From an optimization exercise on the open Yosys and OpenROAD flow, aimed at small area; shortcuts taken in it are not production practice.
The RTL was checked by simulation tests, not by an equivalence proof against the original design.
The clock input has no modelled driver; a real chip could not lean on it and would need a root buffer or a full tree.
Power figures rest on the tool's default switching activity, not on a simulated workload.

==> job 3083 <==
==> flow/design.v (excerpt) <==
module ivi_top(
	input        clk,
	input        rst_n,
	input        in_a,
	input        in_b,
	input  [3:0] read_byte,
	output [7:0] out
);
	reg  [8:0] tb;
	wire       tick  = (tb == 9'd434);
	wire       etick = (tb == 9'd118);
	wire [8:0] tb_sh = {tb[7:0], tb[8] ^ tb[3]};
	always @(posedge clk)
		if (!rst_n)
			tb <= 9'd313;
		else
			tb <= {tb_sh[8:3], tb_sh[2] & ~tick, tb_sh[1:0]};
	reg  [3:0] st;
	wire       clr_st = st[3] | (st[2] & st[1]);    
	wire       cap    = tick & (st == 4'd3);
	wire       cs;
	always @(posedge clk)
		if (!rst_n)
			st <= 4'd0;
		else if (st == 4'd0) begin
			if (etick & cs)
				st <= 4'd1;
		end
		else if (tick)
			st <= (st == 4'd9) ? 4'd0 : st + 4'd1;
	reg        a, b, sb;
	reg [24:0] n;
	wire       clr = ~rst_n | clr_st;
	always @(posedge clk) begin
		a  <= ~clr & (a | in_a);
		b  <= ~clr & (b | in_b);
		sb <= b & (sb | ~a);
	end
  ...
export LEC_CHECK = 0
export CAP_MARGIN = 20
export CORE_MARGIN = 2
export CORE_UTILIZATION = 65
export SLEW_MARGIN = 20
create_clock -name core_clock -period 10.0 [get_ports {clk}]
standard.sh (not shown) runs the stock make flow with config.mk's settings and CLKGATE_MAP_FILE= SYNTH_SCRIPT=/design/flow/synth_recipe.tcl, a recipe that flattens the netlist after the stock synthesis.
==> flow/flow/run.sh <==
#!/bin/bash
# Layout flow: the standard flow (standard.sh) with
#  - synthesis: the standard flow's synthesis script, but yosys's abc call runs
#    flow/abc_area.script (deepsyn + area-oriented &nf mapping, no up-sizing) in place of
#    ORFS's speed script; everything else (synth -nofsm -noshare, flatten,
#    renaming) is the same, so the registers are the standard ones
#  - ports buffered with buf_1
#  - clock tree: flow/manual_cts.tcl (4 clkbuf_8 leaves on the clock port,
#    no root buffer)
#    instead of TritonCTS; old TritonCTS options, unused: -buf_list sky130_fd_sc_hd__clkbuf_4 -root_buf sky130_fd_sc_hd__clkbuf_4 -sink_clustering_size 25 -sink_clustering_max_diameter 200
# Each step writes its full output to its own log in this folder.
set -euo pipefail
W=$(pwd)
export MY_ABC_SCRIPT=$W/flow/abc_area.script
export BUFFER_PORTS_ARGS="-buffer_cell sky130_fd_sc_hd__buf_1"
export PRE_CTS_TCL=$W/flow/manual_cts.tcl
export CTS_ROOT_BUF=none
export CTS_LEAF_BUF=sky130_fd_sc_hd__clkbuf_8
export CTS_LEAVES=4
export CTS_ARGS="-sink_clustering_enable -repair_clock_nets -dont_use_dummy_load -buf_list sky130_fd_sc_hd__clkbuf_4 -root_buf sky130_fd_sc_hd__clkbuf_4 -sink_clustering_size 25 -sink_clustering_max_diameter 200"
bash standard.sh SYNTH_SCRIPT=$W/flow/synth.tcl synth > synth.log 2>&1
bash standard.sh floorplan > floorplan.log 2>&1
bash standard.sh place > place.log 2>&1
bash standard.sh cts > cts.log 2>&1
bash standard.sh finish > finish.log 2>&1
==> flow/flow/abc_area.script <==
&get -n
&st
&deepsyn -T 60
&dch -f
&nf -a -C 32 -F 8 -A 8 -R 1000
&put
topo
dnsize -c
==> flow/flow/manual_cts.tcl <==
# Manual two-level clock tree, used in place of TritonCTS (sourced as PRE_CTS_TCL):
# clk -> one root buffer (or none) -> CTS_LEAVES leaf buffers -> the flip-flops, the
# flip-flops split into groups by k-means on their placed locations.
proc manual_clock_tree {root_master leaf_master K} {
  set db [ord::get_db]
  set block [ord::get_db_block]
  set clknet [[$block findBTerm clk] getNet]
  set sinks {}
  foreach it [$clknet getITerms] {
    set bb [[$it getInst] getBBox]
    lappend sinks [list $it [expr {([$bb xMin] + [$bb xMax]) / 2.0}] [expr {([$bb yMin] + [$bb yMax]) / 2.0}]]
  }
  set n [llength $sinks]
  # k-means, deterministic start: sinks sorted by x then spread
  set sorted [lsort -real -index 1 $sinks]
  set cents {}
  for {set k 0} {$k < $K} {incr k} {
    set s [lindex $sorted [expr {int(($k + 0.5) * $n / $K)}]]
    lappend cents [list [lindex $s 1] [lindex $s 2]]
  }
  for {set iter 0} {$iter < 50} {incr iter} {
    set assign {}
    foreach s $sinks {
      set best -1; set bd 1e30
      for {set k 0} {$k < $K} {incr k} {
        set c [lindex $cents $k]
        set d [expr {abs([lindex $s 1] - [lindex $c 0]) + abs([lindex $s 2] - [lindex $c 1])}]
        if {$d < $bd} { set bd $d; set best $k }
      }
      lappend assign $best
    }
    set newc {}
    for {set k 0} {$k < $K} {incr k} {
      set sx 0; set sy 0; set m 0
      foreach s $sinks a $assign { if {$a == $k} { set sx [expr {$sx + [lindex $s 1]}]; set sy [expr {$sy + [lindex $s 2]}]; incr m } }
      if {$m > 0} { lappend newc [list [expr {$sx / $m}] [expr {$sy / $m}]] } else { lappend newc [lindex $cents $k] }
    }
    set cents $newc
  }
  if {$root_master eq "none"} {
    set rnet $clknet
  } else {
    set rnet [odb::dbNet_create $block clknet_0_clk]
    $rnet setSigType CLOCK
    set root [odb::dbInst_create $block [$db findMaster $root_master] clkbuf_0_clk]
    [$root findITerm A] connect $clknet
    [$root findITerm X] connect $rnet
  }
  set rx 0; set ry 0
  for {set k 0} {$k < $K} {incr k} {
    set lnet [odb::dbNet_create $block clknet_1_${k}_clk]
    $lnet setSigType CLOCK
    set leaf [odb::dbInst_create $block [$db findMaster $leaf_master] clkbuf_1_${k}_clk]
    [$leaf findITerm A] connect $rnet
    [$leaf findITerm X] connect $lnet
    set c [lindex $cents $k]
    $leaf setLocation [expr {int([lindex $c 0])}] [expr {int([lindex $c 1])}]
    $leaf setPlacementStatus PLACED
    set rx [expr {$rx + [lindex $c 0]}]; set ry [expr {$ry + [lindex $c 1]}]
    set m 0
    foreach s $sinks a $assign { if {$a == $k} { [lindex $s 0] disconnect; [lindex $s 0] connect $lnet; incr m } }
    puts "leaf $k: $m sinks"
  }
  if {$root_master ne "none"} {
    $root setLocation [expr {int($rx / $K)}] [expr {int($ry / $K)}]
    $root setPlacementStatus PLACED
  }
}
rename clock_tree_synthesis tritoncts_clock_tree_synthesis
proc clock_tree_synthesis {args} {
  manual_clock_tree $::env(CTS_ROOT_BUF) $::env(CTS_LEAF_BUF) $::env(CTS_LEAVES)
  set_propagated_clock [all_clocks]
}
Other scripts of this flow, unchanged in this note and not shown: flow/flow/synth.tcl
==> job 8029: changes against job 3083 <==
==> flow/flow/run.sh (replaced) <==
#!/bin/bash
# Layout flow: the standard flow (standard.sh) with
#  - synthesis: the standard flow's synthesis script, but yosys's abc call runs
#    flow/abc_area.script (area-oriented mapping, no up-sizing) in place of
#    ORFS's speed script; everything else (synth -nofsm -noshare, flatten,
#    renaming) is the same, so the registers are the standard ones
#  - ports buffered with buf_1
#  - CTS options: 
# Each step writes its full output to its own log in this folder.
set -euo pipefail
W=$(pwd)
export MY_ABC_SCRIPT=$W/flow/abc_area.script
export BUFFER_PORTS_ARGS="-buffer_cell sky130_fd_sc_hd__buf_1"
export CTS_ARGS="-sink_clustering_enable -repair_clock_nets -dont_use_dummy_load "
bash standard.sh SYNTH_SCRIPT=$W/flow/synth.tcl synth > synth.log 2>&1
bash standard.sh floorplan > floorplan.log 2>&1
bash standard.sh place > place.log 2>&1
bash standard.sh cts > cts.log 2>&1
bash standard.sh finish > finish.log 2>&1
==> flow/flow/abc_area.script (replaced) <==
&get -n
&st
&dc2
&syn2
&dch -f
&nf -a -R 1000
&put
topo
dnsize -c
Settings changed: CORE_UTILIZATION 65 to 40.
removed: flow/flow/manual_cts.tcl
==> job 7538: changes against job 3083 <==
==> flow/flow/run.sh (replaced) <==
#!/bin/bash
# Layout flow: the standard flow (standard.sh) with
#  - synthesis: the standard flow's synthesis script, but yosys's abc call runs
#    flow/abc_area.script (area-oriented mapping, no up-sizing) in place of
#    ORFS's speed script; everything else (synth -nofsm -noshare, flatten,
#    renaming) is the same, so the registers are the standard ones
#  - ports buffered with buf_1
#  - CTS options: -buf_list sky130_fd_sc_hd__clkbuf_4 -root_buf sky130_fd_sc_hd__clkbuf_4 -sink_clustering_size 25 -sink_clustering_max_diameter 200
# Each step writes its full output to its own log in this folder.
set -euo pipefail
W=$(pwd)
export MY_ABC_SCRIPT=$W/flow/abc_area.script
export BUFFER_PORTS_ARGS="-buffer_cell sky130_fd_sc_hd__buf_1"
export CTS_ARGS="-sink_clustering_enable -repair_clock_nets -dont_use_dummy_load -buf_list sky130_fd_sc_hd__clkbuf_4 -root_buf sky130_fd_sc_hd__clkbuf_4 -sink_clustering_size 25 -sink_clustering_max_diameter 200"
bash standard.sh SYNTH_SCRIPT=$W/flow/synth.tcl synth > synth.log 2>&1
bash standard.sh floorplan > floorplan.log 2>&1
bash standard.sh place > place.log 2>&1
bash standard.sh cts > cts.log 2>&1
bash standard.sh finish > finish.log 2>&1
==> flow/flow/abc_area.script (replaced) <==
&get -n
&st
&dc2
&syn2
&dch -f
&nf -a -R 1000
&put
topo
dnsize -c
Settings changed: CORE_UTILIZATION 65 to 40.
removed: flow/flow/manual_cts.tcl
==> results.txt <==
metric	job 7538	job 3083	job 8029
Status	timing/DRC/antenna clean	timing/DRC/antenna clean	timing/DRC/antenna clean
Longest Clk Path Bufs	2	-	2
Min Tclk post-route	6.53 ns	6.82 ns	6.58 ns
CTS tree	built	-	built
Master cell of the clock root buffer	sky130_fd_sc_hd__clkbuf_4	-	sky130_fd_sc_hd__clkbuf_8
Logic depth of the worst setup path including buffers	29	27	29
Hold slack final	0.450 ns	0.438 ns	0.442 ns
Global placement routability congestion	0.787	0.833	0.787
Worst Hold Launch	n[8]$_DFF_P_	tb[1]$_SDFF_PN0_	n[8]$_DFF_P_
Grt met1 use	0.195	0.298	0.199
Post-placement cell area	0.00284 mm^2	0.00275 mm^2	0.00284 mm^2
Worst hold path depth	0	2	0
Layout multi-input combinational cell count	143	132	143
Layout overhead on the synthesized area	8.76%	7.13%	10.9%
Ratio of routed vias to standard cells	5.14	5.72	5.12
Achievable frequency	153 MHz	147 MHz	152 MHz
Fill cells	602	294	596
Initial DRC count	117	106	164
Clk power	0.118 mW	0.0988 mW	0.162 mW
Clock buffer and inverter area fraction after layout	0.0233	-	0.0418
Post-synthesis cell type count	28	29	28
The clock cells of job 3083 come from the design's own scripts or RTL, not from TritonCTS.

## separate check: timing with driven ports
Ports are ideal in the flow. The routed layouts listed here were re-timed in OpenROAD.
Step 1 sets driving cells, clkbuf_16 on the clock port and buf_2 on the other inputs (assumed; they add their load-dependent delay and slew).
Step 2 also shifts input and output timing later by t, the mid clock arrival at the registers, as if the neighbouring blocks saw the same clock.
Three values: ideal, step 1, step 2; two values: the first two.
run | t (ns) | slack for setup (ns) | hold slack, ns
job 3083 | 0.209 | 3.176 / 3.204 / 2.996 | 0.438 / 0.438 / 0.438
job 8029 | 0.342 | 3.420 / 3.427 / 3.085 | 0.442 / 0.442 / 0.442
job 7538 | 0.390 | 3.467 / 3.475 / 3.085 | 0.450 / 0.450 / 0.450
After both steps setup and hold are still met in every run listed. For job 7538, which loses most, drivers alone change the setup slack by +0.008 ns; drivers and shift together by -0.382 ns.
